Context: an optimization exercise on an open-source flow, tuned for small area, a short achievable clock period and few clock cycles per item. The choices shown serve that exercise and are no tape-out recipe.
Function was not checked in any run shown here: the RTL went through the layout flow alone.
Power and IR drop assume default switching activity.

==> design.v <==
module booth_multiplier(
    input         clk,
    input         reset_n,
    input         op_start,
    input         op_clear,
    input  [31:0] multiplier,
    input  [31:0] multiplicand,
    output        op_done,
    output [63:0] result
);
  reg       busy, done;
  reg       first;                        
  reg [2:0] cnt;
  wire      idle = !busy && !done;
  wire      fin  = cnt[2];                        
  reg  [31:0] m_q;           
  reg  [31:0] lo_q;          
  reg  [32:0] s_q, c_q;      
  reg  [7:0]  rs_q, rc_q;    
  reg         cy_q;          
  reg  [3:0]  one_q, two_q, ng_q;   
  function [11:0] enc;
    input [7:0] b;
    input       bm;
    integer i;
    reg [8:0] x;
    begin
      x = {b, bm};
      for (i = 0; i < 4; i = i + 1) begin
        enc[i]         = x[2*i+1] ^ x[2*i];
        enc[4+i]     = (x[2*i+2] & ~x[2*i+1] & ~x[2*i]) | (~x[2*i+2] & x[2*i+1] & x[2*i]);
        enc[8+i]   = x[2*i+2];
      end
    end
  endfunction
  wire [11:0] enc_next = busy ? enc(lo_q[15:8], lo_q[7]) : enc(multiplier[7:0], 1'b0);
  wire [32:0] mg0 = ({33{one_q[0]}} & {m_q[31], m_q}) | ({33{two_q[0]}} & {m_q, 1'b0});
  wire [32:0] pp0 = mg0 ^ {33{ng_q[0]}};
  wire [32:0] e0 = {~pp0[32], pp0[31:0]};
  wire [32:0] mg1 = ({33{one_q[1]}} & {m_q[31], m_q}) | ({33{two_q[1]}} & {m_q, 1'b0});
  wire [32:0] pp1 = mg1 ^ {33{ng_q[1]}};
  wire [32:0] e1 = {~pp1[32], pp1[31:0]};
  wire [32:0] mg2 = ({33{one_q[2]}} & {m_q[31], m_q}) | ({33{two_q[2]}} & {m_q, 1'b0});
  wire [32:0] pp2 = mg2 ^ {33{ng_q[2]}};
  wire [32:0] e2 = {~pp2[32], pp2[31:0]};
  wire [32:0] mg3 = ({33{one_q[3]}} & {m_q[31], m_q}) | ({33{two_q[3]}} & {m_q, 1'b0});
  wire [32:0] pp3 = mg3 ^ {33{ng_q[3]}};
  wire [32:0] e3 = {~pp3[32], pp3[31:0]};
  wire fs1;
  wire fc2;
  wire hs3;
  wire hc4;
  wire hs5;
  wire hc6;
  wire fs7;
  wire fc8;
  wire fs9;
  wire fc10;
  wire hs11;
  wire hc12;
  wire hs13;
  wire hc14;
  wire fs15;
  wire fc16;
  wire fs17;
  wire fc18;
  wire fs19;
  wire fc20;
  wire fs21;
  wire fc22;
  wire hs23;
  wire hc24;
  wire fs25;
  wire fc26;
  wire hs27;
  wire hc28;
  wire fs29;
  wire fc30;
  wire fs31;
  wire fc32;
  wire fs33;
  wire fc34;
  wire fs35;
  wire fc36;
  wire fs37;
  wire fc38;
  wire fs39;
  wire fc40;
  wire fs41;
  wire fc42;
  wire hs43;
  wire hc44;
  wire hs45;
  wire hc46;
  wire fs47;
  wire fc48;
  wire fs49;
  wire fc50;
  wire fs51;
  wire fc52;
  wire fs53;
  wire fc54;
  wire fs55;
  wire fc56;
  wire fs57;
  wire fc58;
  wire fs59;
  wire fc60;
  wire hs61;
  wire hc62;
  wire fs63;
  wire fc64;
  wire hs65;
  wire hc66;
  wire fs67;
  wire fc68;
  wire fs69;
  wire fc70;
  wire fs71;
  wire fc72;
  wire fs73;
  wire fc74;
  wire fs75;
  wire fc76;
  wire fs77;
  wire fc78;
  wire fs79;
  wire fc80;
  wire hs81;
  wire hc82;
  wire fs83;
  wire fc84;
  wire hs85;
  wire hc86;
  wire fs87;
  wire fc88;
  wire fs89;
  wire fc90;
  wire fs91;
  wire fc92;
  wire fs93;
  wire fc94;
  wire fs95;
  wire fc96;
  wire fs97;
  wire fc98;
  wire fs99;
  wire fc100;
  wire hs101;
  wire hc102;
  wire fs103;
  wire fc104;
  wire hs105;
  wire hc106;
  wire fs107;
  wire fc108;
  wire fs109;
  wire fc110;
  wire fs111;
  wire fc112;
  wire fs113;
  wire fc114;
  wire fs115;
  wire fc116;
  wire fs117;
  wire fc118;
  wire fs119;
  wire fc120;
  wire hs121;
  wire hc122;
  wire fs123;
  wire fc124;
  wire hs125;
  wire hc126;
  wire fs127;
  wire fc128;
  wire fs129;
  wire fc130;
  wire fs131;
  wire fc132;
  wire fs133;
  wire fc134;
  wire fs135;
  wire fc136;
  wire fs137;
  wire fc138;
  wire fs139;
  wire fc140;
  wire hs141;
  wire hc142;
  wire fs143;
  wire fc144;
  wire hs145;
  wire hc146;
  wire fs147;
  wire fc148;
  wire fs149;
  wire fc150;
  wire fs151;
  wire fc152;
  wire fs153;
  wire fc154;
  wire fs155;
  wire fc156;
  wire fs157;
  wire fc158;
  wire fs159;
  wire fc160;
  wire hs161;
  wire hc162;
  wire fs163;
  wire fc164;
  wire hs165;
  wire hc166;
  wire fs167;
  wire fc168;
  wire fs169;
  wire fc170;
  wire fs171;
  wire fc172;
  wire fs173;
  wire fc174;
  wire fs175;
  wire fc176;
  wire fs177;
  wire fc178;
  wire fs179;
  wire fc180;
  wire hs181;
  wire hc182;
  wire fs183;
  wire fc184;
  wire hs185;
  wire hc186;
  wire fs187;
  wire fc188;
  wire fs189;
  wire fc190;
  wire fs191;
  wire fc192;
  wire fs193;
  wire fc194;
  wire fs195;
  wire fc196;
  wire fs197;
  wire fc198;
  wire fs199;
  wire fc200;
  wire hs201;
  wire hc202;
  wire fs203;
  wire fc204;
  wire hs205;
  wire hc206;
  wire fs207;
  wire fc208;
  wire fs209;
  wire fc210;
  wire fs211;
  wire fc212;
  wire fs213;
  wire fc214;
  wire fs215;
  wire fc216;
  wire fs217;
  wire fc218;
  wire fs219;
  wire fc220;
  wire hs221;
  wire hc222;
  wire fs223;
  wire fc224;
  wire hs225;
  wire hc226;
  wire fs227;
  wire fc228;
  wire fs229;
  wire fc230;
  wire fs231;
  wire fc232;
  wire fs233;
  wire fc234;
  wire fs235;
  wire fc236;
  wire fs237;
  wire fc238;
  wire fs239;
  wire fc240;
  wire hs241;
  wire hc242;
  wire fs243;
  wire fc244;
  wire hs245;
  wire hc246;
  wire fs247;
  wire fc248;
  wire fs249;
  wire fc250;
  wire fs251;
  wire fc252;
  wire fs253;
  wire fc254;
  wire fs255;
  wire fc256;
  wire fs257;
  wire fc258;
  wire fs259;
  wire fc260;
  wire hs261;
  wire hc262;
  wire fs263;
  wire fc264;
  wire hs265;
  wire hc266;
  wire fs267;
  wire fc268;
  wire fs269;
  wire fc270;
  wire fs271;
  wire fc272;
  wire fs273;
  wire fc274;
  wire fs275;
  wire fc276;
  wire fs277;
  wire fc278;
  wire fs279;
  wire fc280;
  wire hs281;
  wire hc282;
  wire fs283;
  wire fc284;
  wire hs285;
  wire hc286;
  wire fs287;
  wire fc288;
  wire fs289;
  wire fc290;
  wire fs291;
  wire fc292;
  wire fs293;
  wire fc294;
  wire fs295;
  wire fc296;
  wire fs297;
  wire fc298;
  wire fs299;
  wire fc300;
  wire fs301;
  wire fc302;
  wire fs303;
  wire fc304;
  wire fs305;
  wire fc306;
  wire fs307;
  wire fc308;
  wire fs309;
  wire fc310;
  wire fs311;
  wire fc312;
  wire fs313;
  wire fc314;
  wire hs315;
  wire hc316;
  wire hs317;
  wire hc318;
  wire hs319;
  wire hc320;
  wire hs321;
  wire hc322;
  wire fs323;
  wire fc324;
  wire fs325;
  wire fc326;
  wire hs327;
  wire hc328;
  wire hs329;
  wire hc330;
  wire kx33 = ~e1[31];
  wire kx35 = ~e2[31];
  wire kx37 = ~e3[31];
  mul_fa u_fs1 (.a(c_q[0]), .b(ng_q[0]), .ci(s_q[0]), .s(fs1), .co(fc2));
  mul_ha u_hs3 (.a(c_q[1]), .b(s_q[1]), .s(hs3), .c(hc4));
  mul_ha u_hs5 (.a(hs3), .b(fc2), .s(hs5), .c(hc6));
  mul_fa u_fs7 (.a(c_q[2]), .b(ng_q[1]), .ci(s_q[2]), .s(fs7), .co(fc8));
  mul_fa u_fs9 (.a(hc4), .b(fs7), .ci(e0[2]), .s(fs9), .co(fc10));
  mul_ha u_hs11 (.a(e1[0]), .b(hc6), .s(hs11), .c(hc12));
  mul_ha u_hs13 (.a(c_q[3]), .b(s_q[3]), .s(hs13), .c(hc14));
  mul_fa u_fs15 (.a(hs13), .b(fc8), .ci(e0[3]), .s(fs15), .co(fc16));
  mul_fa u_fs17 (.a(e1[1]), .b(hc12), .ci(fc10), .s(fs17), .co(fc18));
  mul_fa u_fs19 (.a(c_q[4]), .b(ng_q[2]), .ci(s_q[4]), .s(fs19), .co(fc20));
  mul_fa u_fs21 (.a(hc14), .b(fs19), .ci(e0[4]), .s(fs21), .co(fc22));
  mul_ha u_hs23 (.a(e1[2]), .b(e2[0]), .s(hs23), .c(hc24));
  mul_fa u_fs25 (.a(hs23), .b(fc16), .ci(fs21), .s(fs25), .co(fc26));
  mul_ha u_hs27 (.a(c_q[5]), .b(s_q[5]), .s(hs27), .c(hc28));
  mul_fa u_fs29 (.a(hs27), .b(fc20), .ci(e0[5]), .s(fs29), .co(fc30));
  mul_fa u_fs31 (.a(e1[3]), .b(e2[1]), .ci(hc24), .s(fs31), .co(fc32));
  mul_fa u_fs33 (.a(fc22), .b(fs29), .ci(fs31), .s(fs33), .co(fc34));
  mul_fa u_fs35 (.a(c_q[6]), .b(ng_q[3]), .ci(s_q[6]), .s(fs35), .co(fc36));
  mul_fa u_fs37 (.a(hc28), .b(fs35), .ci(e0[6]), .s(fs37), .co(fc38));
  mul_fa u_fs39 (.a(e1[4]), .b(e2[2]), .ci(e3[0]), .s(fs39), .co(fc40));
  mul_fa u_fs41 (.a(fc30), .b(fs37), .ci(fs39), .s(fs41), .co(fc42));
  mul_ha u_hs43 (.a(fc32), .b(fs41), .s(hs43), .c(hc44));
  mul_ha u_hs45 (.a(c_q[7]), .b(s_q[7]), .s(hs45), .c(hc46));
  mul_fa u_fs47 (.a(hs45), .b(fc36), .ci(e0[7]), .s(fs47), .co(fc48));
  mul_fa u_fs49 (.a(e1[5]), .b(e2[3]), .ci(e3[1]), .s(fs49), .co(fc50));
  mul_fa u_fs51 (.a(fc38), .b(fc40), .ci(fs47), .s(fs51), .co(fc52));
  mul_fa u_fs53 (.a(fs49), .b(fc42), .ci(fs51), .s(fs53), .co(fc54));
  mul_fa u_fs55 (.a(c_q[8]), .b(s_q[8]), .ci(hc46), .s(fs55), .co(fc56));
  mul_fa u_fs57 (.a(e0[8]), .b(e1[6]), .ci(e2[4]), .s(fs57), .co(fc58));
  mul_fa u_fs59 (.a(e3[2]), .b(fs55), .ci(fc48), .s(fs59), .co(fc60));
  mul_ha u_hs61 (.a(fc50), .b(fs57), .s(hs61), .c(hc62));
  mul_fa u_fs63 (.a(hs61), .b(fs59), .ci(fc52), .s(fs63), .co(fc64));
  mul_ha u_hs65 (.a(c_q[9]), .b(s_q[9]), .s(hs65), .c(hc66));
  mul_fa u_fs67 (.a(hs65), .b(e0[9]), .ci(e1[7]), .s(fs67), .co(fc68));
  mul_fa u_fs69 (.a(e2[5]), .b(e3[3]), .ci(fc56), .s(fs69), .co(fc70));
  mul_fa u_fs71 (.a(fc58), .b(fs67), .ci(fs69), .s(fs71), .co(fc72));
  mul_fa u_fs73 (.a(hc62), .b(fc60), .ci(fs71), .s(fs73), .co(fc74));
  mul_fa u_fs75 (.a(c_q[10]), .b(s_q[10]), .ci(hc66), .s(fs75), .co(fc76));
  mul_fa u_fs77 (.a(e0[10]), .b(e1[8]), .ci(e2[6]), .s(fs77), .co(fc78));
  mul_fa u_fs79 (.a(e3[4]), .b(fs75), .ci(fc68), .s(fs79), .co(fc80));
  mul_ha u_hs81 (.a(fs77), .b(fc70), .s(hs81), .c(hc82));
  mul_fa u_fs83 (.a(hs81), .b(fs79), .ci(fc72), .s(fs83), .co(fc84));
  mul_ha u_hs85 (.a(c_q[11]), .b(s_q[11]), .s(hs85), .c(hc86));
  mul_fa u_fs87 (.a(hs85), .b(e0[11]), .ci(e1[9]), .s(fs87), .co(fc88));
  mul_fa u_fs89 (.a(e2[7]), .b(e3[5]), .ci(fc76), .s(fs89), .co(fc90));
  mul_fa u_fs91 (.a(fc78), .b(fs87), .ci(fs89), .s(fs91), .co(fc92));
  mul_fa u_fs93 (.a(hc82), .b(fc80), .ci(fs91), .s(fs93), .co(fc94));
  mul_fa u_fs95 (.a(c_q[12]), .b(s_q[12]), .ci(hc86), .s(fs95), .co(fc96));
  mul_fa u_fs97 (.a(e0[12]), .b(e1[10]), .ci(e2[8]), .s(fs97), .co(fc98));
  mul_fa u_fs99 (.a(e3[6]), .b(fs95), .ci(fc88), .s(fs99), .co(fc100));
  mul_ha u_hs101 (.a(fs97), .b(fc90), .s(hs101), .c(hc102));
  mul_fa u_fs103 (.a(hs101), .b(fs99), .ci(fc92), .s(fs103), .co(fc104));
  mul_ha u_hs105 (.a(c_q[13]), .b(s_q[13]), .s(hs105), .c(hc106));
  mul_fa u_fs107 (.a(hs105), .b(e0[13]), .ci(e1[11]), .s(fs107), .co(fc108));
  mul_fa u_fs109 (.a(e2[9]), .b(e3[7]), .ci(fc96), .s(fs109), .co(fc110));
  mul_fa u_fs111 (.a(fc98), .b(fs107), .ci(fs109), .s(fs111), .co(fc112));
  mul_fa u_fs113 (.a(hc102), .b(fc100), .ci(fs111), .s(fs113), .co(fc114));
  mul_fa u_fs115 (.a(c_q[14]), .b(s_q[14]), .ci(hc106), .s(fs115), .co(fc116));
  mul_fa u_fs117 (.a(e0[14]), .b(e1[12]), .ci(e2[10]), .s(fs117), .co(fc118));
  mul_fa u_fs119 (.a(e3[8]), .b(fs115), .ci(fc108), .s(fs119), .co(fc120));
  mul_ha u_hs121 (.a(fs117), .b(fc110), .s(hs121), .c(hc122));
  mul_fa u_fs123 (.a(hs121), .b(fs119), .ci(fc112), .s(fs123), .co(fc124));
  mul_ha u_hs125 (.a(c_q[15]), .b(s_q[15]), .s(hs125), .c(hc126));
  mul_fa u_fs127 (.a(hs125), .b(e0[15]), .ci(e1[13]), .s(fs127), .co(fc128));
  mul_fa u_fs129 (.a(e2[11]), .b(e3[9]), .ci(fc116), .s(fs129), .co(fc130));
  mul_fa u_fs131 (.a(fc118), .b(fs127), .ci(fs129), .s(fs131), .co(fc132));
  mul_fa u_fs133 (.a(hc122), .b(fc120), .ci(fs131), .s(fs133), .co(fc134));
  mul_fa u_fs135 (.a(c_q[16]), .b(s_q[16]), .ci(hc126), .s(fs135), .co(fc136));
  mul_fa u_fs137 (.a(e0[16]), .b(e1[14]), .ci(e2[12]), .s(fs137), .co(fc138));
  mul_fa u_fs139 (.a(e3[10]), .b(fs135), .ci(fc128), .s(fs139), .co(fc140));
  mul_ha u_hs141 (.a(fs137), .b(fc130), .s(hs141), .c(hc142));
  mul_fa u_fs143 (.a(hs141), .b(fs139), .ci(fc132), .s(fs143), .co(fc144));
  mul_ha u_hs145 (.a(c_q[17]), .b(s_q[17]), .s(hs145), .c(hc146));
  mul_fa u_fs147 (.a(hs145), .b(e0[17]), .ci(e1[15]), .s(fs147), .co(fc148));
  mul_fa u_fs149 (.a(e2[13]), .b(e3[11]), .ci(fc136), .s(fs149), .co(fc150));
  mul_fa u_fs151 (.a(fc138), .b(fs147), .ci(fs149), .s(fs151), .co(fc152));
  mul_fa u_fs153 (.a(hc142), .b(fc140), .ci(fs151), .s(fs153), .co(fc154));
  mul_fa u_fs155 (.a(c_q[18]), .b(s_q[18]), .ci(hc146), .s(fs155), .co(fc156));
  mul_fa u_fs157 (.a(e0[18]), .b(e1[16]), .ci(e2[14]), .s(fs157), .co(fc158));
  mul_fa u_fs159 (.a(e3[12]), .b(fs155), .ci(fc148), .s(fs159), .co(fc160));
  mul_ha u_hs161 (.a(fs157), .b(fc150), .s(hs161), .c(hc162));
  mul_fa u_fs163 (.a(hs161), .b(fs159), .ci(fc152), .s(fs163), .co(fc164));
  mul_ha u_hs165 (.a(c_q[19]), .b(s_q[19]), .s(hs165), .c(hc166));
  mul_fa u_fs167 (.a(hs165), .b(e0[19]), .ci(e1[17]), .s(fs167), .co(fc168));
  mul_fa u_fs169 (.a(e2[15]), .b(e3[13]), .ci(fc156), .s(fs169), .co(fc170));
  mul_fa u_fs171 (.a(fc158), .b(fs167), .ci(fs169), .s(fs171), .co(fc172));
  mul_fa u_fs173 (.a(hc162), .b(fc160), .ci(fs171), .s(fs173), .co(fc174));
  mul_fa u_fs175 (.a(c_q[20]), .b(s_q[20]), .ci(hc166), .s(fs175), .co(fc176));
  mul_fa u_fs177 (.a(e0[20]), .b(e1[18]), .ci(e2[16]), .s(fs177), .co(fc178));
  mul_fa u_fs179 (.a(e3[14]), .b(fs175), .ci(fc168), .s(fs179), .co(fc180));
  mul_ha u_hs181 (.a(fs177), .b(fc170), .s(hs181), .c(hc182));
  mul_fa u_fs183 (.a(hs181), .b(fs179), .ci(fc172), .s(fs183), .co(fc184));
  mul_ha u_hs185 (.a(c_q[21]), .b(s_q[21]), .s(hs185), .c(hc186));
  mul_fa u_fs187 (.a(hs185), .b(e0[21]), .ci(e1[19]), .s(fs187), .co(fc188));
  mul_fa u_fs189 (.a(e2[17]), .b(e3[15]), .ci(fc176), .s(fs189), .co(fc190));
  mul_fa u_fs191 (.a(fc178), .b(fs187), .ci(fs189), .s(fs191), .co(fc192));
  mul_fa u_fs193 (.a(hc182), .b(fc180), .ci(fs191), .s(fs193), .co(fc194));
  mul_fa u_fs195 (.a(c_q[22]), .b(s_q[22]), .ci(hc186), .s(fs195), .co(fc196));
  mul_fa u_fs197 (.a(e0[22]), .b(e1[20]), .ci(e2[18]), .s(fs197), .co(fc198));
  mul_fa u_fs199 (.a(e3[16]), .b(fs195), .ci(fc188), .s(fs199), .co(fc200));
  mul_ha u_hs201 (.a(fs197), .b(fc190), .s(hs201), .c(hc202));
  mul_fa u_fs203 (.a(hs201), .b(fs199), .ci(fc192), .s(fs203), .co(fc204));
  mul_ha u_hs205 (.a(c_q[23]), .b(s_q[23]), .s(hs205), .c(hc206));
  mul_fa u_fs207 (.a(hs205), .b(e0[23]), .ci(e1[21]), .s(fs207), .co(fc208));
  mul_fa u_fs209 (.a(e2[19]), .b(e3[17]), .ci(fc196), .s(fs209), .co(fc210));
  mul_fa u_fs211 (.a(fc198), .b(fs207), .ci(fs209), .s(fs211), .co(fc212));
  mul_fa u_fs213 (.a(hc202), .b(fc200), .ci(fs211), .s(fs213), .co(fc214));
  mul_fa u_fs215 (.a(c_q[24]), .b(s_q[24]), .ci(hc206), .s(fs215), .co(fc216));
  mul_fa u_fs217 (.a(e0[24]), .b(e1[22]), .ci(e2[20]), .s(fs217), .co(fc218));
  mul_fa u_fs219 (.a(e3[18]), .b(fs215), .ci(fc208), .s(fs219), .co(fc220));
  mul_ha u_hs221 (.a(fs217), .b(fc210), .s(hs221), .c(hc222));
  mul_fa u_fs223 (.a(hs221), .b(fs219), .ci(fc212), .s(fs223), .co(fc224));
  mul_ha u_hs225 (.a(c_q[25]), .b(s_q[25]), .s(hs225), .c(hc226));
  mul_fa u_fs227 (.a(hs225), .b(e0[25]), .ci(e1[23]), .s(fs227), .co(fc228));
  mul_fa u_fs229 (.a(e2[21]), .b(e3[19]), .ci(fc216), .s(fs229), .co(fc230));
  mul_fa u_fs231 (.a(fc218), .b(fs227), .ci(fs229), .s(fs231), .co(fc232));
  mul_fa u_fs233 (.a(hc222), .b(fc220), .ci(fs231), .s(fs233), .co(fc234));
  mul_fa u_fs235 (.a(c_q[26]), .b(s_q[26]), .ci(hc226), .s(fs235), .co(fc236));
  mul_fa u_fs237 (.a(e0[26]), .b(e1[24]), .ci(e2[22]), .s(fs237), .co(fc238));
  mul_fa u_fs239 (.a(e3[20]), .b(fs235), .ci(fc228), .s(fs239), .co(fc240));
  mul_ha u_hs241 (.a(fs237), .b(fc230), .s(hs241), .c(hc242));
  mul_fa u_fs243 (.a(hs241), .b(fs239), .ci(fc232), .s(fs243), .co(fc244));
  mul_ha u_hs245 (.a(c_q[27]), .b(s_q[27]), .s(hs245), .c(hc246));
  mul_fa u_fs247 (.a(hs245), .b(e0[27]), .ci(e1[25]), .s(fs247), .co(fc248));
  mul_fa u_fs249 (.a(e2[23]), .b(e3[21]), .ci(fc236), .s(fs249), .co(fc250));
  mul_fa u_fs251 (.a(fc238), .b(fs247), .ci(fs249), .s(fs251), .co(fc252));
  mul_fa u_fs253 (.a(hc242), .b(fc240), .ci(fs251), .s(fs253), .co(fc254));
  mul_fa u_fs255 (.a(c_q[28]), .b(s_q[28]), .ci(hc246), .s(fs255), .co(fc256));
  mul_fa u_fs257 (.a(e0[28]), .b(e1[26]), .ci(e2[24]), .s(fs257), .co(fc258));
  mul_fa u_fs259 (.a(e3[22]), .b(fs255), .ci(fc248), .s(fs259), .co(fc260));
  mul_ha u_hs261 (.a(fs257), .b(fc250), .s(hs261), .c(hc262));
  mul_fa u_fs263 (.a(hs261), .b(fs259), .ci(fc252), .s(fs263), .co(fc264));
  mul_ha u_hs265 (.a(c_q[29]), .b(s_q[29]), .s(hs265), .c(hc266));
  mul_fa u_fs267 (.a(hs265), .b(e0[29]), .ci(e1[27]), .s(fs267), .co(fc268));
  mul_fa u_fs269 (.a(e2[25]), .b(e3[23]), .ci(fc256), .s(fs269), .co(fc270));
  mul_fa u_fs271 (.a(fc258), .b(fs267), .ci(fs269), .s(fs271), .co(fc272));
  mul_fa u_fs273 (.a(hc262), .b(fc260), .ci(fs271), .s(fs273), .co(fc274));
  mul_fa u_fs275 (.a(c_q[30]), .b(s_q[30]), .ci(hc266), .s(fs275), .co(fc276));
  mul_fa u_fs277 (.a(e0[30]), .b(e1[28]), .ci(e2[26]), .s(fs277), .co(fc278));
  mul_fa u_fs279 (.a(e3[24]), .b(fs275), .ci(fc268), .s(fs279), .co(fc280));
  mul_ha u_hs281 (.a(fs277), .b(fc270), .s(hs281), .c(hc282));
  mul_fa u_fs283 (.a(hs281), .b(fs279), .ci(fc272), .s(fs283), .co(fc284));
  mul_ha u_hs285 (.a(c_q[31]), .b(s_q[31]), .s(hs285), .c(hc286));
  mul_fa u_fs287 (.a(hs285), .b(e0[31]), .ci(e1[29]), .s(fs287), .co(fc288));
  mul_fa u_fs289 (.a(e2[27]), .b(e3[25]), .ci(fc276), .s(fs289), .co(fc290));
  mul_fa u_fs291 (.a(fc278), .b(fs287), .ci(fs289), .s(fs291), .co(fc292));
  mul_fa u_fs293 (.a(hc282), .b(fc280), .ci(fs291), .s(fs293), .co(fc294));
  mul_fa u_fs295 (.a(c_q[32]), .b(first), .ci(s_q[32]), .s(fs295), .co(fc296));
  mul_fa u_fs297 (.a(hc286), .b(fs295), .ci(e0[32]), .s(fs297), .co(fc298));
  mul_fa u_fs299 (.a(e1[30]), .b(e2[28]), .ci(e3[26]), .s(fs299), .co(fc300));
  mul_fa u_fs301 (.a(fc288), .b(fs297), .ci(fs299), .s(fs301), .co(fc302));
  mul_fa u_fs303 (.a(fc290), .b(fc292), .ci(fs301), .s(fs303), .co(fc304));
  mul_fa u_fs305 (.a(fc296), .b(e2[29]), .ci(e3[27]), .s(fs305), .co(fc306));
  mul_fa u_fs307 (.a(kx33), .b(fc298), .ci(fc300), .s(fs307), .co(fc308));
  mul_fa u_fs309 (.a(fs305), .b(fs307), .ci(fc302), .s(fs309), .co(fc310));
  mul_fa u_fs311 (.a(e1[31]), .b(e1[32]), .ci(e2[30]), .s(fs311), .co(fc312));
  mul_fa u_fs313 (.a(e3[28]), .b(fc306), .ci(fs311), .s(fs313), .co(fc314));
  mul_ha u_hs315 (.a(fc308), .b(fs313), .s(hs315), .c(hc316));
  mul_ha u_hs317 (.a(e3[29]), .b(kx35), .s(hs317), .c(hc318));
  mul_ha u_hs319 (.a(hs317), .b(fc312), .s(hs319), .c(hc320));
  mul_ha u_hs321 (.a(hs319), .b(fc314), .s(hs321), .c(hc322));
  mul_fa u_fs323 (.a(e2[31]), .b(e2[32]), .ci(e3[30]), .s(fs323), .co(fc324));
  mul_fa u_fs325 (.a(hc318), .b(fs323), .ci(hc320), .s(fs325), .co(fc326));
  mul_ha u_hs327 (.a(kx37), .b(fc324), .s(hs327), .c(hc328));
  mul_ha u_hs329 (.a(e3[31]), .b(e3[32]), .s(hs329), .c(hc330));
  wire [40:0] sn = {1'b0, 1'b1, hc328, fc326, hc322, hc316, fc310, fc304, fc294, fc284, fc274, fc264, fc254, fc244, fc234, fc224, fc214, fc204, fc194, fc184, fc174, fc164, fc154, fc144, fc134, fc124, fc114, fc104, fc94, fc84, fc74, fc64, fc54, hc44, fc34, fc26, fc18, fs15, fs9, e0[1], e0[0]};
  wire [40:0] cn = {1'b0, hc330, hs329, hs327, fs325, hs321, hs315, fs309, fs303, fs293, fs283, fs273, fs263, fs253, fs243, fs233, fs223, fs213, fs203, fs193, fs183, fs173, fs163, fs153, fs143, fs133, fs123, fs113, fs103, fs93, fs83, fs73, fs63, fs53, hs43, fs33, fs25, fs17, hs11, hs5, fs1};
  wire [8:0] lw;                       
  mul_add8 u_lw (.a(rs_q), .b(rc_q), .ci(cy_q), .s(lw));
  wire [31:0] hp, hg, hpp;
  mul_pg32 u_hf (.a(s_q[31:0]), .b(c_q[31:0]), .p(hp), .g(hg), .pp(hpp));
  wire [31:0] hc = hg | (hpp & {32{lw[8]}});
  wire [31:0] hi = hp ^ {hc[30:0], lw[8]};
  wire [39:0] ad_sum = {hi, lw[7:0]};
  wire        ad_cy = lw[8];
  assign op_done = done;
  assign result  = {s_q[31:0], lo_q};
  always @(posedge clk or negedge reset_n) begin
    if (!reset_n) begin
      busy <= 1'b0;
      done <= 1'b0;
    end else if (op_clear) begin
      busy <= 1'b0;
      done <= 1'b0;
    end else if (idle) begin
      busy <= op_start;
    end else if (busy && fin) begin
      busy <= 1'b0;
      done <= 1'b1;
    end
  end
  always @(posedge clk) begin
    first <= idle && op_start && !op_clear;
    cnt <= busy ? cnt + 3'd1 : 3'd0;
    if (!busy)
      m_q <= multiplicand;
    if (idle)
      lo_q <= multiplier;
    else if (busy)
      lo_q <= {ad_sum[7:0], lo_q[31:8]};
    if (idle)
      s_q  <= 0;
    else if (busy)
      s_q  <= fin ? {1'b0, ad_sum[39:8]} : sn[40:8];
    c_q  <= busy ? cn[40:8] : 33'd0;
    rs_q <= busy ? sn[7:0] : 8'd0;
    rc_q <= busy ? cn[7:0] : 8'd0;
    cy_q <= busy & ad_cy;
    {ng_q, two_q, one_q} <= enc_next;
  end
endmodule
module mul_fa(input a, input b, input ci, output s, output co);
  assign s  = a ^ b ^ ci;
  assign co = (a & b) | (ci & (a ^ b));
endmodule
module mul_ha(input a, input b, output s, output c);
  assign s = a ^ b;
  assign c = a & b;
endmodule
module mul_add8(input [7:0] a, input [7:0] b, input ci, output [8:0] s);
  wire [7:0] p = a ^ b;
  wire [7:0] g = a & b;
  wire gg1 = g[1] | (p[1] & g[0]);
  wire pq2 = p[1] & p[0];
  wire gg3 = g[3] | (p[3] & g[2]);
  wire pq4 = p[3] & p[2];
  wire gg5 = g[5] | (p[5] & g[4]);
  wire pq6 = p[5] & p[4];
  wire gg7 = g[7] | (p[7] & g[6]);
  wire pq8 = p[7] & p[6];
  wire gg9 = g[2] | (p[2] & gg1);
  wire pq10 = p[2] & pq2;
  wire gg11 = gg3 | (pq4 & gg1);
  wire pq12 = pq4 & pq2;
  wire gg13 = g[6] | (p[6] & gg5);
  wire pq14 = p[6] & pq6;
  wire gg15 = gg7 | (pq8 & gg5);
  wire pq16 = pq8 & pq6;
  wire gg17 = g[4] | (p[4] & gg11);
  wire pq18 = p[4] & pq12;
  wire gg19 = gg5 | (pq6 & gg11);
  wire pq20 = pq6 & pq12;
  wire gg21 = gg13 | (pq14 & gg11);
  wire pq22 = pq14 & pq12;
  wire gg23 = gg15 | (pq16 & gg11);
  wire pq24 = pq16 & pq12;
  wire c0 = g[0] | (p[0] & ci);
  wire c1 = gg1 | (pq2 & ci);
  wire c2 = gg9 | (pq10 & ci);
  wire c3 = gg11 | (pq12 & ci);
  wire c4 = gg17 | (pq18 & ci);
  wire c5 = gg19 | (pq20 & ci);
  wire c6 = gg21 | (pq22 & ci);
  wire c7 = gg23 | (pq24 & ci);
  assign s = {c7, p ^ {c6, c5, c4, c3, c2, c1, c0, ci}};
endmodule
module mul_pg32(input [31:0] a, input [31:0] b, output [31:0] p, output [31:0] g, output [31:0] pp);
  wire [31:0] gb = a & b;
  assign p = a ^ b;
  wire gg1 = gb[1] | (p[1] & gb[0]);
  wire pq2 = p[1] & p[0];
  wire gg3 = gb[3] | (p[3] & gb[2]);
  wire pq4 = p[3] & p[2];
  wire gg5 = gb[5] | (p[5] & gb[4]);
  wire pq6 = p[5] & p[4];
  wire gg7 = gb[7] | (p[7] & gb[6]);
  wire pq8 = p[7] & p[6];
  wire gg9 = gb[9] | (p[9] & gb[8]);
  wire pq10 = p[9] & p[8];
  wire gg11 = gb[11] | (p[11] & gb[10]);
  wire pq12 = p[11] & p[10];
  wire gg13 = gb[13] | (p[13] & gb[12]);
  wire pq14 = p[13] & p[12];
  wire gg15 = gb[15] | (p[15] & gb[14]);
  wire pq16 = p[15] & p[14];
  wire gg17 = gb[17] | (p[17] & gb[16]);
  wire pq18 = p[17] & p[16];
  wire gg19 = gb[19] | (p[19] & gb[18]);
  wire pq20 = p[19] & p[18];
  wire gg21 = gb[21] | (p[21] & gb[20]);
  wire pq22 = p[21] & p[20];
  wire gg23 = gb[23] | (p[23] & gb[22]);
  wire pq24 = p[23] & p[22];
  wire gg25 = gb[25] | (p[25] & gb[24]);
  wire pq26 = p[25] & p[24];
  wire gg27 = gb[27] | (p[27] & gb[26]);
  wire pq28 = p[27] & p[26];
  wire gg29 = gb[29] | (p[29] & gb[28]);
  wire pq30 = p[29] & p[28];
  wire gg31 = gb[31] | (p[31] & gb[30]);
  wire pq32 = p[31] & p[30];
  wire gg33 = gb[2] | (p[2] & gg1);
  wire pq34 = p[2] & pq2;
  wire gg35 = gg3 | (pq4 & gg1);
  wire pq36 = pq4 & pq2;
  wire gg37 = gb[6] | (p[6] & gg5);
  wire pq38 = p[6] & pq6;
  wire gg39 = gg7 | (pq8 & gg5);
  wire pq40 = pq8 & pq6;
  wire gg41 = gb[10] | (p[10] & gg9);
  wire pq42 = p[10] & pq10;
  wire gg43 = gg11 | (pq12 & gg9);
  wire pq44 = pq12 & pq10;
  wire gg45 = gb[14] | (p[14] & gg13);
  wire pq46 = p[14] & pq14;
  wire gg47 = gg15 | (pq16 & gg13);
  wire pq48 = pq16 & pq14;
  wire gg49 = gb[18] | (p[18] & gg17);
  wire pq50 = p[18] & pq18;
  wire gg51 = gg19 | (pq20 & gg17);
  wire pq52 = pq20 & pq18;
  wire gg53 = gb[22] | (p[22] & gg21);
  wire pq54 = p[22] & pq22;
  wire gg55 = gg23 | (pq24 & gg21);
  wire pq56 = pq24 & pq22;
  wire gg57 = gb[26] | (p[26] & gg25);
  wire pq58 = p[26] & pq26;
  wire gg59 = gg27 | (pq28 & gg25);
  wire pq60 = pq28 & pq26;
  wire gg61 = gb[30] | (p[30] & gg29);
  wire pq62 = p[30] & pq30;
  wire gg63 = gg31 | (pq32 & gg29);
  wire pq64 = pq32 & pq30;
  wire gg65 = gb[4] | (p[4] & gg35);
  wire pq66 = p[4] & pq36;
  wire gg67 = gg5 | (pq6 & gg35);
  wire pq68 = pq6 & pq36;
  wire gg69 = gg37 | (pq38 & gg35);
  wire pq70 = pq38 & pq36;
  wire gg71 = gg39 | (pq40 & gg35);
  wire pq72 = pq40 & pq36;
  wire gg73 = gb[12] | (p[12] & gg43);
  wire pq74 = p[12] & pq44;
  wire gg75 = gg13 | (pq14 & gg43);
  wire pq76 = pq14 & pq44;
  wire gg77 = gg45 | (pq46 & gg43);
  wire pq78 = pq46 & pq44;
  wire gg79 = gg47 | (pq48 & gg43);
  wire pq80 = pq48 & pq44;
  wire gg81 = gb[20] | (p[20] & gg51);
  wire pq82 = p[20] & pq52;
  wire gg83 = gg21 | (pq22 & gg51);
  wire pq84 = pq22 & pq52;
  wire gg85 = gg53 | (pq54 & gg51);
  wire pq86 = pq54 & pq52;
  wire gg87 = gg55 | (pq56 & gg51);
  wire pq88 = pq56 & pq52;
  wire gg89 = gb[28] | (p[28] & gg59);
  wire pq90 = p[28] & pq60;
  wire gg91 = gg29 | (pq30 & gg59);
  wire pq92 = pq30 & pq60;
  wire gg93 = gg61 | (pq62 & gg59);
  wire pq94 = pq62 & pq60;
  wire gg95 = gg63 | (pq64 & gg59);
  wire pq96 = pq64 & pq60;
  wire gg97 = gb[8] | (p[8] & gg71);
  wire pq98 = p[8] & pq72;
  wire gg99 = gg9 | (pq10 & gg71);
  wire pq100 = pq10 & pq72;
  wire gg101 = gg41 | (pq42 & gg71);
  wire pq102 = pq42 & pq72;
  wire gg103 = gg43 | (pq44 & gg71);
  wire pq104 = pq44 & pq72;
  wire gg105 = gg73 | (pq74 & gg71);
  wire pq106 = pq74 & pq72;
  wire gg107 = gg75 | (pq76 & gg71);
  wire pq108 = pq76 & pq72;
  wire gg109 = gg77 | (pq78 & gg71);
  wire pq110 = pq78 & pq72;
  wire gg111 = gg79 | (pq80 & gg71);
  wire pq112 = pq80 & pq72;
  wire gg113 = gb[24] | (p[24] & gg87);
  wire pq114 = p[24] & pq88;
  wire gg115 = gg25 | (pq26 & gg87);
  wire pq116 = pq26 & pq88;
  wire gg117 = gg57 | (pq58 & gg87);
  wire pq118 = pq58 & pq88;
  wire gg119 = gg59 | (pq60 & gg87);
  wire pq120 = pq60 & pq88;
  wire gg121 = gg89 | (pq90 & gg87);
  wire pq122 = pq90 & pq88;
  wire gg123 = gg91 | (pq92 & gg87);
  wire pq124 = pq92 & pq88;
  wire gg125 = gg93 | (pq94 & gg87);
  wire pq126 = pq94 & pq88;
  wire gg127 = gg95 | (pq96 & gg87);
  wire pq128 = pq96 & pq88;
  wire gg129 = gb[16] | (p[16] & gg111);
  wire pq130 = p[16] & pq112;
  wire gg131 = gg17 | (pq18 & gg111);
  wire pq132 = pq18 & pq112;
  wire gg133 = gg49 | (pq50 & gg111);
  wire pq134 = pq50 & pq112;
  wire gg135 = gg51 | (pq52 & gg111);
  wire pq136 = pq52 & pq112;
  wire gg137 = gg81 | (pq82 & gg111);
  wire pq138 = pq82 & pq112;
  wire gg139 = gg83 | (pq84 & gg111);
  wire pq140 = pq84 & pq112;
  wire gg141 = gg85 | (pq86 & gg111);
  wire pq142 = pq86 & pq112;
  wire gg143 = gg87 | (pq88 & gg111);
  wire pq144 = pq88 & pq112;
  wire gg145 = gg113 | (pq114 & gg111);
  wire pq146 = pq114 & pq112;
  wire gg147 = gg115 | (pq116 & gg111);
  wire pq148 = pq116 & pq112;
  wire gg149 = gg117 | (pq118 & gg111);
  wire pq150 = pq118 & pq112;
  wire gg151 = gg119 | (pq120 & gg111);
  wire pq152 = pq120 & pq112;
  wire gg153 = gg121 | (pq122 & gg111);
  wire pq154 = pq122 & pq112;
  wire gg155 = gg123 | (pq124 & gg111);
  wire pq156 = pq124 & pq112;
  wire gg157 = gg125 | (pq126 & gg111);
  wire pq158 = pq126 & pq112;
  wire gg159 = gg127 | (pq128 & gg111);
  wire pq160 = pq128 & pq112;
  assign g = {gg159, gg157, gg155, gg153, gg151, gg149, gg147, gg145, gg143, gg141, gg139, gg137, gg135, gg133, gg131, gg129, gg111, gg109, gg107, gg105, gg103, gg101, gg99, gg97, gg71, gg69, gg67, gg65, gg35, gg33, gg1, gb[0]};
  assign pp = {pq160, pq158, pq156, pq154, pq152, pq150, pq148, pq146, pq144, pq142, pq140, pq138, pq136, pq134, pq132, pq130, pq112, pq110, pq108, pq106, pq104, pq102, pq100, pq98, pq72, pq70, pq68, pq66, pq36, pq34, pq2, p[0]};
endmodule
==> flow/run.sh <==
#!/bin/bash
# Standard layout, except: plain buf_1 cells as the port buffers, and a clock
# tree of clkbuf_4/clkbuf_8 cells under a clkbuf_16 root, without dummy loads.
export BUFFER_PORTS_ARGS="-buffer_cell sky130_fd_sc_hd__buf_1"
export CTS_ARGS="-sink_clustering_enable -repair_clock_nets -dont_use_dummy_load -root_buf sky130_fd_sc_hd__clkbuf_16 -buf_list \"sky130_fd_sc_hd__clkbuf_4 sky130_fd_sc_hd__clkbuf_8\""
bash standard.sh > standard.log 2>&1
==> standard.sh <==
#!/bin/bash
# synth_recipe.tcl (not shown) runs the flow's synth.tcl, then flattens the netlist and writes it again
# the make line also repeats each setting of config.mk as NAME=value (left out here)
make -C /OpenROAD-flow-scripts/flow DESIGN_CONFIG=/design/flow/config.mk WORK_HOME=/design/flow/orfs CLKGATE_MAP_FILE= SYNTH_SCRIPT=/design/flow/synth_recipe.tcl "${@:-finish}"
==> config.mk <==
export PLATFORM = sky130hd
export DESIGN_NAME = booth_multiplier
export DESIGN_NICKNAME = booth_multiplier
export VERILOG_FILES = /design/flow/design.v
export SDC_FILE = /design/flow/constraint.sdc
export NUM_CORES = 4
export LEC_CHECK = 0
export CAP_MARGIN = 20
export CORE_MARGIN = 2
export CORE_UTILIZATION = 40
export PLACE_DENSITY = 0.75
export SETUP_SLACK_MARGIN = 2.0
export SLEW_MARGIN = 20
export SYNTH_HIERARCHICAL = 1
export SYNTH_MINIMUM_KEEP_SIZE = 0
==> constraint.sdc <==
create_clock -name core_clock -period 5.0 [get_ports {clk}]
set_input_delay 1.0000 -clock core_clock [delete_from_list [all_inputs] [get_ports {clk}]]
set_output_delay 1.0000 -clock core_clock [all_outputs]
set_load 0.01 [all_outputs]
==> results of run 1 <==
layer usage:
metal,routed length [µm],global-route usage (%),share of wire (%)
met5,0,0,0
met2,15300,29.2,46
met3,2150,3.31,6.5
met1,14800,26.2,45
met4,733,5.75,2.2
power by group through the flow:
stage / registers [mW] / logic [mW] / clock network, mW
after floorplan: 1.92 / 3.13 / 0
after global routing: 2.12 / 4.88 / 0.832
final: 2.08 / 4.25 / 0.774
after global placement: 2.08 / 4.03 / 0
after CTS: 2.07 / 4.20 / 0.787
after detailed placement: 2.09 / 4.13 / 0
flip-flops by register name (all words and copies together), names as in the netlist, 3 cells and up:
name / flops
m_q: 32
ng_q: 4
s_q: 32
rs_q: 8
c_q: 32
two_q: 4
cnt: 3
one_q: 4
rc_q: 8
lo_q: 32
through the flow:
step                total power [mW]  hold slack [ns]  setup slack (ns)
finish                          7.10            0.388              2.06
global route                    7.83            0.385              1.95
CTS                             7.05            0.380              1.99
detailed placement              6.22            0.411              1.60
global placement                6.11            0.399              1.51
floorplan                       5.05            0.390              2.00
final cells by class:
cell class,count,area (µm²),area share (%)
Tap cell,448,561,3.91
Sequential cell,163,3980,27.8
Timing Repair Buffer,161,739,5.16
Clock buffer,17,245,1.71
Multi-Input combinational cell,904,8740,61.0
Inverter,16,60.1,0.419
final timing paths:
path,start,to,slack [ns],cells past startpoint
max in group asynchronous,reset_n,busy,4.42,1
max,c_q[1],s_q[21],2.06,11
min in group core_clock,cnt[0],cnt[0],0.42,1
max reg2reg,c_q[1],s_q[21],2.06,11
min,reset_n,done,0.39,1
min reg2reg,cnt[0],cnt[0],0.42,1
layout by cell type (no fill, tap or decap), types with 3 or more instances in the layout:
master    instances
inv_1            14
a21oi_1          39
a21o_2           10
a21o_1           17
nand3b_1          3
nor3_1            6
ha_4              6
xnor2_1         133
o221ai_1         30
ha_1             68
mux2_2           35
and2_1           56
xor2_1           44
dfxtp_4          14
fa_1            128
a22oi_1         124
nor2_1           24
nand2_1          82
buf_4            24
a221o_1           3
nand3_1           7
ha_2              5
edfxtp_1         64
buf_1           132
buf_6             3
and3_2            4
a21oi_2           5
a31o_2            3
dfxtp_1          72
clkbuf_8         16
and3b_1           3
o21ai_0          11
a31oi_1           3
dfxtp_2          11
and3_1           12
repair_timing:
item / CTS / global route
gates cloned: 0 / 0
endpoints found under the setup margin: 62 / 40
pin swaps: 3 / 27
gates resized for setup: 31 / 46
setup buffers: 3 / 12
hold endpoints to repair: 0 / 0
==> impl_metrics.json, run 1 <==
{
  "cpLargestDelayFamily": "compound AO/OA/AOI/OAI gates",
  "status": "complete, no violations",
  "grt_start_max_net_pins": 59,
  "ant_nets": 0,
  "h-tree-depth": 4,
  "drc": 0,
  "combPwrFrac_pct": 59.9,
  "finalNetCount": 1538,
  "synth_area_mm2": 0.0135,
  "cp_num_buf_inv": 0,
  "crit_type": "reg -> reg",
  "clk_path_buf_depth": 2,
  "clkPwrFrac_pct": 10.9,
  "swShare_pct": 43.1,
  "skew_ns": 0.0433,
  "seq_power_share_pct": 29.2,
  "clk_pin_slew_ns": 0.09,
  "final_area_mm2": 0.0143,
  "hold_class": "in -> async",
  "totalWireLength_mm": 33.0,
  "area_growth_pct": 6.27,
  "fin_crit_ns": 2.94,
  "finalCritPeriodShare_pct": 58.7,
  "root_buffer": "clkbuf_16",
  "wl_per_cell_um": 19.3,
  "overflow": 0,
  "fmax_ghz": 0.341,
  "p_per_area_mw_per_mm2": 496,
  "syn_area_per_cell_um2": 10.8,
  "cp_cell_sequence": "ha_4, a21o_4, a31o_4, nand2_4, o21ai_4, a221o_2, a221o_2, a21o_1, a21oi_2, xor2_1, o221ai_1",
  "antenna_found_initial": 0,
  "hold_viol": 0,
  "worstPathMaxFanout": 7,
  "maxSlewViolCount": 0,
  "holdBufCountCts": 0,
  "synth.yosys.warnings": 7,
  "syn_inst": 1249,
  "worst_slew_pin_slew_ns": 0.879,
  "cp_common_cell": "a221o_2",
  "p_leak_nw": 5.64,
  "ir_worst_vdd_v": 0.000222,
  "first_pass_iters": 6,
  "numCtsBuffers": 17,
  "setup.worst_path.end_class": "flip-flop",
  "clock-sinks": 163,
  "cts_tree": "done",
  "fill_cells": 3232,
  "grt_pass1_wl_mm": 52.2,
  "fp.dieH_um": 188,
  "fin_tns_setup_ns": 0,
  "dp_hpwl_mm": 24.1,
  "slowest_delay_ns": 0.53,
  "die-area_mm2": 0.0352,
  "rows": 67,
  "final_util_pct": 42.9,
  "drive_above_1_share_pct": 13.2,
  "track_usage_pct": 18.6,
  "ioPinCount": 133,
  "die_x_um": 188,
  "grt_setup_unrepaired": "true",
  "diodes": 0,
  "place_inst": 1677,
  "finalSetupViolations": 0,
  "worstPathRequired_ns": 5.23,
  "dpl-instance-area_mm2": 0.0137,
  "vias": 9518,
  "gp_congestion": 0.889,
  "grt_pass1_vias": 9461,
  "drt_iter0_drc": 819,
  "cp-start-kind": "flip-flop",
  "core_mm2": 0.0334,
  "viasPerCell": 5.57,
  "cp.arrival_ns": 3.17,
  "fin_cells": 1709,
  "slew_headroom_pct": 41.3,
  "insertion_delay_ns": 0.40,
  "maxCapViolCount": 0,
  "slowest_stage": "a221o_2",
  "switchingPower_mw": 3.06,
  "internal_power_mw": 4.04,
  "start_util_pct": 40.4,
  "portBuffers": 132
}
==> inputs of run 2 (changes only) <==
--- a/config.mk
+++ b/config.mk
@@ -10,5 +10,5 @@
 export CORE_UTILIZATION = 40
 export PLACE_DENSITY = 0.75
-export SETUP_SLACK_MARGIN = 2.0
+export SETUP_SLACK_MARGIN = 2.2
 export SLEW_MARGIN = 20
 export SYNTH_HIERARCHICAL = 1
==> impl_metrics.json, run 2 <==
{
  "grt.met1_usage_pct": 25.8,
  "diodes": 0,
  "drt_iter0_drc": 877,
  "cp_num_cells": 11,
  "portBuffers": 132,
  "fmax_ghz": 0.348,
  "h-tree-depth": 4,
  "area_growth_pct": 10.4,
  "fin_tns_setup_ns": 0,
  "place_inst": 1674,
  "fin_hold_ws_ns": 0.393,
  "overflow": 0,
  "register_area_mm2": 0.00398,
  "synth_area_mm2": 0.0135,
  "grt_pass1_vias": 9873,
  "drc": 0,
  "setup.worst_path.end_class": "flip-flop",
  "gr-usage-met3_pct": 4.08,
  "multiInputGateArea_mm2": 0.00890,
  "p_leak_nw": 5.86,
  "die_x_um": 188,
  "slowest_stage": "a221o_2",
  "reg2reg_from": "s_q[1]",
  "root_buffer": "clkbuf_16",
  "cp_cell_sequence": "ha_4, a21o_4, a31o_4, nand2_4, o21ai_4, a221o_2, a21o_2, a221o_1, a21oi_2, xor2_1, o221ai_1",
  "gp_congestion": 0.880,
  "cpLargestDelayFamily": "compound AO/OA/AOI/OAI gates",
  "post-place-ws_ns": 1.63,
  "fin_crit_ns": 2.88,
  "reg2reg_depth": 11,
  "die-area_mm2": 0.0352,
  "status": "complete, no violations",
  "wl_per_cell_um": 20.2,
  "slowest_delay_ns": 0.46,
  "finalCritPeriodShare_pct": 57.5,
  "final_area_mm2": 0.0149,
  "grt_use_met2_pct": 31.0,
  "ir_worst_vdd_v": 0.000224,
  "cp_num_buf_inv": 0,
  "core_mm2": 0.0334,
  "r2r_end": "s_q[19]",
  "start_util_pct": 40.4,
  "synth.yosys.warnings": 7,
  "fill_cells": 3170,
  "crit_type": "reg -> reg",
  "insertion_delay_ns": 0.40,
  "ioPinCount": 133,
  "worst_slew_pin_slew_ns": 0.978,
  "layout_common_cells": "xnor2_1, buf_1, fa_1",
  "first_pass_iters": 6,
  "cp-startpoint": "s_q[1]",
  "maxCapViolCount": 0,
  "numCtsBuffers": 17,
  "clk_path_buf_depth": 2,
  "slew_headroom_pct": 34.8,
  "fp.dieH_um": 188,
  "ant_nets": 0,
  "cp.arrival_ns": 3.09,
  "grt_pass1_wl_mm": 53.6,
  "syn_inst": 1249,
  "final_util_pct": 44.6,
  "p_total_mw": 7.26,
  "worstPathRequired_ns": 5.21,
  "holdBufCountCts": 0,
  "p_per_area_mw_per_mm2": 488,
  "grt_setup_unrepaired": "true",
  "clock-sinks": 163,
  "worstPathMaxFanout": 6,
  "grt_start_max_net_pins": 103,
  "viasPerCell": 5.61,
  "hold_viol": 0,
  "drive_above_1_share_pct": 18.4,
  "antenna_found_initial": 0,
  "rrSetupSlack_ns": 2.12,
  "timing.critical_path.to": "s_q[19]",
  "cp-start-kind": "flip-flop",
  "track_usage_pct": 19.2,
  "syn_area_per_cell_um2": 10.8,
  "totalWireLength_mm": 35.3,
  "vias": 9782,
  "cts_tree": "done",
  "finalSetupViolations": 0,
  "dpl-instance-area_mm2": 0.0138,
  "grt_busiest_layer": "met2",
  "fin_cells": 1745,
  "maxSlewViolCount": 0,
  "finalNetCount": 1574,
  "dp_hpwl_mm": 24.2,
  "skew_ns": 0.0335,
  "hold_class": "in -> async",
  "fin_ws_ns": 2.12,
  "rows": 67,
  "clk_pin_slew_ns": 0.08
}
run 2: cell types whose count changed in the layout (fill, tap and decap cells not counted), sizes merged:
cell	before	now
buf	161	197
run 2: cell type report:
type,instances,area share (%)
repair buffers,197,7.58
flip-flops and latches,163,26.8
inverters,16,0.420
multi-input cells,904,59.8
well taps,448,3.77
clock buffers,17,1.65
run 2: worst min-delay path by stage:
stage	cells past startpoint	slack [ns]	end
3_3_place_gp	1	0.40	cnt[0]
5_1_grt	1	0.38	busy
4_1_cts	1	0.39	busy
3_5_place_dp	1	0.43	cnt[0]
2_1_floorplan	1	0.39	cnt[0]
6_report	1	0.39	busy
run 2: power breakdown:
| group | internal, mW | switching, mW | total, mW |
|---|---|---|---|
| registers | 1.69 | 0.341 | 2.03 |
| logic | 2.13 | 2.34 | 4.46 |
| clock network | 0.322 | 0.448 | 0.770 |
run 2: repair_timing:
item                                    CTS  global route
endpoints found under the setup margin   67            48
gates resized for setup                  48            55
pin swaps                                28            24
buffers inserted                         19            35
run 2: per-layer routing:
layer | vias to the layer above | routed length (µm) | part of all wire (%)
met5 | - | 0 | 0
met4 | 0 | 991 | 2.8
met3 | 84 | 2900 | 8.2
met2 | 453 | 16500 | 47
met1 | 4841 | 14900 | 42
li1 | 4404 | - | -
==> inputs of run 3 (changes only) <==
--- a/config.mk
+++ b/config.mk
@@ -9,6 +9,6 @@
 export CORE_MARGIN = 2
 export CORE_UTILIZATION = 40
-export PLACE_DENSITY = 0.75
-export SETUP_SLACK_MARGIN = 2.2
+export PLACE_DENSITY = 0.65
+export SETUP_SLACK_MARGIN = 2.0
 export SLEW_MARGIN = 20
 export SYNTH_HIERARCHICAL = 1
==> impl_metrics.json, run 3 <==
{
  "status": "complete, no violations",
  "ioPinCount": 133,
  "grt_pass1_wl_mm": 52.8,
  "clock-sinks": 163,
  "fill_cells": 3223,
  "final_area_mm2": 0.0143,
  "portBuffers": 132,
  "start_util_pct": 40.4,
  "rrSetupSlack_ns": 2.05,
  "cp_num_buf_inv": 0,
  "timing.critical_path.to": "s_q[21]",
  "fin_tns_setup_ns": 0,
  "finalSetupViolations": 0,
  "syn_area_per_cell_um2": 10.8,
  "cp.arrival_ns": 3.16,
  "final_util_pct": 42.9,
  "ir_worst_vdd_v": 0.000201,
  "h-tree-depth": 4,
  "fin_cells": 1708,
  "rows": 67,
  "die_x_um": 188,
  "worstPathMaxFanout": 7,
  "grt_setup_unrepaired": "true",
  "antenna_found_initial": 0,
  "worst_slew_pin_slew_ns": 0.966,
  "fin_crit_ns": 2.95,
  "fmax_ghz": 0.339,
  "maxSlewViolCount": 0,
  "dpl-instance-area_mm2": 0.0137,
  "holdBufCountCts": 0,
  "core_mm2": 0.0334,
  "drive_above_1_share_pct": 12.8,
  "insertion_delay_ns": 0.39,
  "place_inst": 1675,
  "gp_congestion": 0.865,
  "reg2reg_depth": 11,
  "crit_type": "reg -> reg",
  "hold_class": "in -> async",
  "grt_start_max_net_pins": 100,
  "synth_area_mm2": 0.0135,
  "finalCritPeriodShare_pct": 58.9,
  "area_growth_pct": 6.22,
  "reg2reg_from": "s_q[1]",
  "maxCapViolCount": 0,
  "layout_common_cells": "xnor2_1, buf_1, fa_1",
  "cp_common_cell": "a221o_2",
  "syn_inst": 1249,
  "track_usage_pct": 19.0,
  "cp_num_cells": 11,
  "slowest_stage": "a221o_2",
  "clk_path_buf_depth": 2,
  "final_common_cell": "xnor2_1",
  "wl_per_cell_um": 19.4,
  "root_buffer": "clkbuf_16",
  "slew_headroom_pct": 35.6,
  "finalNetCount": 1537,
  "overflow": 0,
  "synth.yosys.warnings": 7,
  "drt_iter0_drc": 796,
  "vias": 9302,
  "cp-startpoint": "s_q[1]",
  "dp_hpwl_mm": 23.9,
  "cpLargestDelayFamily": "compound AO/OA/AOI/OAI gates",
  "r2r_end": "s_q[21]",
  "hold_viol": 0,
  "first_pass_iters": 8,
  "worstPathRequired_ns": 5.22,
  "die-area_mm2": 0.0352,
  "grt_pass1_vias": 9439,
  "fp.dieH_um": 188,
  "cts_tree": "done",
  "viasPerCell": 5.45,
  "diodes": 0,
  "ant_nets": 0,
  "p_per_area_mw_per_mm2": 495,
  "slowest_delay_ns": 0.52,
  "cp-start-kind": "flip-flop",
  "setup.worst_path.end_class": "flip-flop",
  "skew_ns": 0.0349,
  "cp_cell_sequence": "ha_4, a21o_4, a31o_4, nand2_4, o21ai_4, a221o_2, a221o_2, a21o_1, a21oi_2, xor2_1, o221ai_1",
  "totalWireLength_mm": 33.1,
  "numCtsBuffers": 17,
  "p_leak_nw": 5.63,
  "drc": 0,
  "clk_pin_slew_ns": 0.10
}
## run 3: where the power goes
group / leakage (nW) / internal (mW) / switching (mW)
registers: 1.50 / 1.68 / 0.406
logic: 4.01 / 2.04 / 2.20
clock network: 0.127 / 0.322 / 0.440
total: 5.63 / 4.04 / 3.05
## run 3: area by class of cell
class | instances | area, µm² | area share, %
Multi-Input combinational cell | 904 | 8750 | 61.1
Sequential cell | 163 | 3970 | 27.8
Timing Repair Buffer | 160 | 729 | 5.09
Tap cell | 448 | 561 | 3.91
Clock buffer | 17 | 245 | 1.71
Inverter | 16 | 60.1 | 0.419
## run 3: per-layer routing
metal | track usage (%) | up-vias | wire length [µm]
met1 | 27.0 | 4634 | 15200
met5 | 0 | - | 0
li1 | - | 4318 | -
met4 | 5.30 | 0 | 648
met3 | 3.54 | 38 | 2040
met2 | 29.8 | 312 | 15100
## run 3: timing repair
| item | CTS | global route |
|---|---|---|
| setup endpoints to repair | 61 | 48 |
| cloned | 0 | 0 |
| pin swaps | 4 | 14 |
| resized for setup | 29 | 35 |
| buffers inserted | 2 | 14 |
| hold endpoints to repair | 0 | 0 |
## run 3: how the worst min path moves through the flow
stage | slack [ns] | depth (start not counted) | start | endpoint
after floorplan | 0.39 | 1 | cnt[0] | cnt[0]
after global placement | 0.40 | 1 | cnt[0] | cnt[0]
after detailed placement | 0.41 | 1 | cnt[0] | cnt[0]
after CTS | 0.39 | 1 | reset_n | done
after global routing | 0.40 | 1 | reset_n | done
final | 0.41 | 1 | reset_n | done
## run 3: metrics by stage
step	power [mW]	setup WS, ns	hold slack (ns)
after floorplan	5.05	2.00	0.390
after global placement	6.20	1.50	0.400
after detailed placement	6.25	1.64	0.412
after CTS	7.09	1.99	0.393
after global routing	7.86	1.92	0.400
final	7.09	2.05	0.411
==> inputs of run 4 (changes only) <==
--- a/config.mk
+++ b/config.mk
@@ -9,5 +9,5 @@
 export CORE_MARGIN = 2
 export CORE_UTILIZATION = 40
-export PLACE_DENSITY = 0.65
+export PLACE_DENSITY = 0.85
 export SETUP_SLACK_MARGIN = 2.0
 export SLEW_MARGIN = 20
==> impl_metrics.json, run 4 <==
{
  "status": "complete, no violations",
  "drc": 0,
  "dp_hpwl_mm": 24.9,
  "worstPathMaxFanout": 5,
  "finalNetCount": 1539,
  "post-place-ws_ns": 1.58,
  "clock-sinks": 163,
  "numCtsBuffers": 17,
  "setup.worst_path.end_class": "flip-flop",
  "fin_ws_ns": 2.03,
  "finalSetupViolations": 0,
  "cp-start-kind": "flip-flop",
  "portBuffers": 132,
  "syn_area_per_cell_um2": 10.8,
  "area_growth_pct": 6.09,
  "h-tree-depth": 4,
  "finalCritPeriodShare_pct": 59.5,
  "viasPerCell": 5.69,
  "ioPinCount": 133,
  "final_util_pct": 42.9,
  "fin_cells": 1710,
  "slew_headroom_pct": 40.6,
  "reg2reg_depth": 13,
  "synth.yosys.warnings": 7,
  "p_leak_nw": 5.64,
  "worst_slew_pin_slew_ns": 0.889,
  "clk_path_buf_depth": 2,
  "die-area_mm2": 0.0352,
  "crit_type": "reg -> reg",
  "grt_pass1_vias": 9908,
  "wl_per_cell_um": 20.0,
  "layout_common_cells": "xnor2_1, buf_1, fa_1",
  "grt_setup_unrepaired": "true",
  "cp_cell_sequence": "ha_4, a21o_1, a211oi_2, o31ai_2, o31a_1, a221o_1, a31oi_4, buf_4, buf_4, o21ai_0, a21oi_1, xor2_1, o221ai_1",
  "place_inst": 1678,
  "drt_iter0_drc": 1050,
  "rrSetupSlack_ns": 2.03,
  "grt_pass1_wl_mm": 54.2,
  "die_x_um": 188,
  "gp_congestion": 0.900,
  "ant_nets": 0,
  "hold_viol": 0,
  "worstPathRequired_ns": 5.23,
  "skew_ns": 0.0349,
  "reg2reg_from": "s_q[17]",
  "antenna_found_initial": 0,
  "grt_start_max_net_pins": 56,
  "fp.dieH_um": 188,
  "p_per_area_mw_per_mm2": 503,
  "root_buffer": "clkbuf_16",
  "ir_worst_vdd_v": 0.000210,
  "fin_tns_setup_ns": 0,
  "totalWireLength_mm": 34.3,
  "drive_above_1_share_pct": 12.8,
  "slowest_delay_ns": 0.37,
  "slowest_stage": "dfxtp_4",
  "hold_class": "in -> async",
  "insertion_delay_ns": 0.40,
  "core_mm2": 0.0334,
  "fin_crit_ns": 2.97,
  "track_usage_pct": 19.3,
  "maxSlewViolCount": 0,
  "start_util_pct": 40.4,
  "cts_tree": "done",
  "syn_inst": 1249,
  "cp_common_cell": "buf_4",
  "vias": 9726,
  "rows": 67,
  "overflow": 0,
  "first_pass_iters": 7,
  "synth_area_mm2": 0.0135,
  "diodes": 0,
  "r2r_end": "s_q[30]",
  "maxCapViolCount": 0,
  "cp.arrival_ns": 3.20,
  "fmax_ghz": 0.336,
  "clk_pin_slew_ns": 0.10,
  "final_common_cell": "xnor2_1"
}
==> run 4: changes by cell type in the layout (fill, tap and decap cells not counted), sizes merged <==
| cell | delta |
|---|---|
| inv | -1 |
| clkinv | +1 |
| buf | +2 |
==> run 4: how the worst max path moves through the flow <==
stage                     startpoint  endpoint  slack [ns]  depth (start not counted)
after floorplan              s_q[17]   s_q[31]        2.00                         12
after global routing         c_q[11]   s_q[30]        1.90                         13
after global placement      one_q[0]    s_q[0]        1.54                          8
final                        s_q[17]   s_q[30]        2.03                         13
after CTS                   one_q[2]   c_q[24]        2.00                          7
after detailed placement    one_q[0]    s_q[0]        1.58                          8
==> run 4: layer usage <==
metal / track usage, % / part of all wire [%] / vias to the layer above
met2: 31.3 / 47 / 553
met5: 0 / 0 / -
li1: - / - / 4320
met1: 25.6 / 42 / 4772
met3: 3.97 / 8.0 / 81
met4: 6.48 / 2.5 / 0
==> run 4: through the flow <==
step           area (µm²)  hold slack, ns  power [mW]
6_report            14300           0.366        7.19
5_1_grt             14300           0.359        7.83
4_1_cts             14100           0.353        7.09
3_5_place_dp        13700           0.410        6.28
3_3_place_gp        13700           0.400        6.06
2_1_floorplan       13500           0.390        5.05
==> run 4: final cells by class <==
cell class                      count  area, µm²
Multi-Input combinational cell    904       8710
Tap cell                          448        561
Fill cell                        3105      19100
Timing Repair Buffer              162        728
Inverter                           16       60.1
Clock buffer                       17        245
Sequential cell                   163       3990
==> run 4: timing repair <==
item / CTS / global route
resized for setup: 28 / 42
pin swaps: 2 / 15
hold buffers: 0 / 0
setup buffers: 1 / 14
endpoints found under the setup margin: 63 / 77
==> run 4: where the power goes <==
part	total (mW)	switching, mW	internal (mW)	leakage (nW)
Clock	0.772	0.450	0.322	0.127
Sequential	2.08	0.392	1.69	1.50
Combinational	4.34	2.28	2.06	4.01
==> run 4: critical path, delay by kind of cell, from the launching register on <==
family | cells | cell delay, ns
AO/OA/AOI/OAI | 9 | 1.78
XOR/XNOR | 1 | 0.18
adder cells (fa/ha/maj) | 1 | 0.25
buffers and inverters | 2 | 0.25
flip-flops | 1 | 0.37
==> inputs of run 5 (changes only) <==
--- a/config.mk
+++ b/config.mk
@@ -6,10 +6,10 @@
 export NUM_CORES = 4
 export LEC_CHECK = 0
-export CAP_MARGIN = 20
+export CAP_MARGIN = 5
 export CORE_MARGIN = 2
 export CORE_UTILIZATION = 40
-export PLACE_DENSITY = 0.85
+export PLACE_DENSITY = 0.75
 export SETUP_SLACK_MARGIN = 2.0
-export SLEW_MARGIN = 20
+export SLEW_MARGIN = 5
 export SYNTH_HIERARCHICAL = 1
 export SYNTH_MINIMUM_KEEP_SIZE = 0
==> impl_metrics.json, run 5 <==
{
  "status": "complete, no violations",
  "portBuffers": 132,
  "clk_pin_slew_ns": 0.11,
  "insertion_delay_ns": 0.40,
  "h-tree-depth": 4,
  "numCtsBuffers": 17,
  "viasPerCell": 5.52,
  "vias": 9455,
  "fmax_ghz": 0.341,
  "combPwrFrac_pct": 59.9,
  "fin_ws_ns": 2.07,
  "gp_congestion": 0.889,
  "fp.dieH_um": 188,
  "maxCapViolCount": 0,
  "maxSlewViolCount": 0,
  "crit_type": "reg -> reg",
  "start_util_pct": 40.4,
  "switchingPower_mw": 3.06,
  "grt_pass1_vias": 9537,
  "worst_slew_pin_slew_ns": 0.897,
  "finalSetupViolations": 0,
  "hold_viol": 0,
  "worstPathRequired_ns": 5.27,
  "ioPinCount": 133,
  "cts_tree": "done",
  "drive_above_1_share_pct": 13.3,
  "track_usage_pct": 18.7,
  "syn_area_per_cell_um2": 10.8,
  "grt_pass1_wl_mm": 52.4,
  "syn_inst": 1249,
  "area_growth_pct": 6.42,
  "worstPathMaxFanout": 21,
  "wl_per_cell_um": 19.1,
  "diodes": 0,
  "finalNetCount": 1541,
  "die-area_mm2": 0.0352,
  "internal_power_mw": 4.05,
  "ant_nets": 0,
  "cp-start-kind": "flip-flop",
  "synth_area_mm2": 0.0135,
  "final_common_cell": "xnor2_1",
  "reg2reg_depth": 8,
  "finalCritPeriodShare_pct": 58.7,
  "clkPwrFrac_pct": 10.9,
  "ir_worst_vdd_v": 0.000214,
  "post-place-ws_ns": 1.51,
  "root_buffer": "clkbuf_16",
  "layout_common_cells": "xnor2_1, buf_1, fa_1",
  "fin_crit_ns": 2.93,
  "hold_class": "in -> async",
  "fill_cells": 3210,
  "grt_start_max_net_pins": 59,
  "clock-sinks": 163,
  "first_pass_iters": 6,
  "swShare_pct": 43.0,
  "totalWireLength_mm": 32.7,
  "clk_path_buf_depth": 2,
  "grt_setup_unrepaired": "true",
  "skew_ns": 0.0379,
  "drt_iter0_drc": 830,
  "die_x_um": 188,
  "p_per_area_mw_per_mm2": 496,
  "p_leak_nw": 5.65,
  "seq_power_share_pct": 29.2,
  "setup.worst_path.end_class": "flip-flop",
  "synth.yosys.warnings": 7,
  "drc": 0,
  "slew_headroom_pct": 40.0,
  "antenna_found_initial": 0,
  "final_util_pct": 43.0,
  "core_mm2": 0.0334,
  "cp.arrival_ns": 3.20,
  "fin_tns_setup_ns": 0,
  "dp_hpwl_mm": 24.2,
  "rows": 67,
  "overflow": 0
}
[run 5: path summary, 6_finish.rpt]
path                       slack [ns]     end    start
hold / removal                   0.37    done  reset_n
min in group core_clock          0.42  cnt[0]   cnt[0]
setup reg to reg                 2.07  s_q[0]  ng_q[2]
hold reg to reg                  0.42  cnt[0]   cnt[0]
max in group asynchronous        4.46    busy  reset_n
setup / recovery                 2.07  s_q[0]  ng_q[2]
[run 5: power groups by stage]
stage / combinational (mW) / clock (mW) / sequential, mW
2_1_floorplan: 3.13 / 0 / 1.92
3_3_place_gp: 4.03 / 0 / 2.08
3_5_place_dp: 4.14 / 0 / 2.09
4_1_cts: 4.19 / 0.785 / 2.07
5_1_grt: 4.89 / 0.830 / 2.11
6_report: 4.26 / 0.775 / 2.07
[run 5: stage by stage]
step | instance area, µm² | hold slack, ns | instances | power [mW]
global route | 14300 | 0.365 | 1712 | 7.83
CTS | 14100 | 0.369 | 1696 | 7.05
finish | 14300 | 0.374 | 1712 | 7.11
global placement | 13700 | 0.399 | 1677 | 6.11
floorplan | 13500 | 0.390 | 1250 | 5.05
detailed placement | 13700 | 0.414 | 1677 | 6.23
[run 5: repair_timing]
item | CTS | global route
setup buffers | 2 | 16
pin swaps | 3 | 23
hold buffers | 0 | 0
cloned | 0 | 0
resized for setup | 30 | 46
endpoints found under the setup margin | 63 | 37
[run 5: final cells by class]
cell class | instances | area (µm²) | share of cell area (%)
multi-input combinational | 904 | 8740 | 60.9
inverter | 16 | 62.6 | 0.436
timing repair buffer | 164 | 758 | 5.29
clock buffer | 17 | 245 | 1.71
tap | 448 | 561 | 3.91
sequential | 163 | 3980 | 27.8
[run 5: worst max-delay path: stages, from the launching register on]
cell	delay [ns]
dfxtp_4	0.40
buf_8	0.19
fa_1	0.46
fa_1	0.44
fa_1	0.45
fa_1	0.40
o21ai_0	0.15
a21oi_1	0.06
a31o_2	0.23
[run 5: routing by layer]
metal | GRT usage (%) | routed length, µm
met5 | 0 | 0
met4 | 5.57 | 655
met3 | 3.74 | 2190
met2 | 29.5 | 15200
met1 | 26.0 | 14700

Check on run 5: ideal ports give 2.067 ns setup slack; a clkbuf_16 on the clock port and buf_2 on the inputs give 2.067 ns; moving port delays by the midpoint clock arrival (0.427 ns) as well gives 2.067 ns.
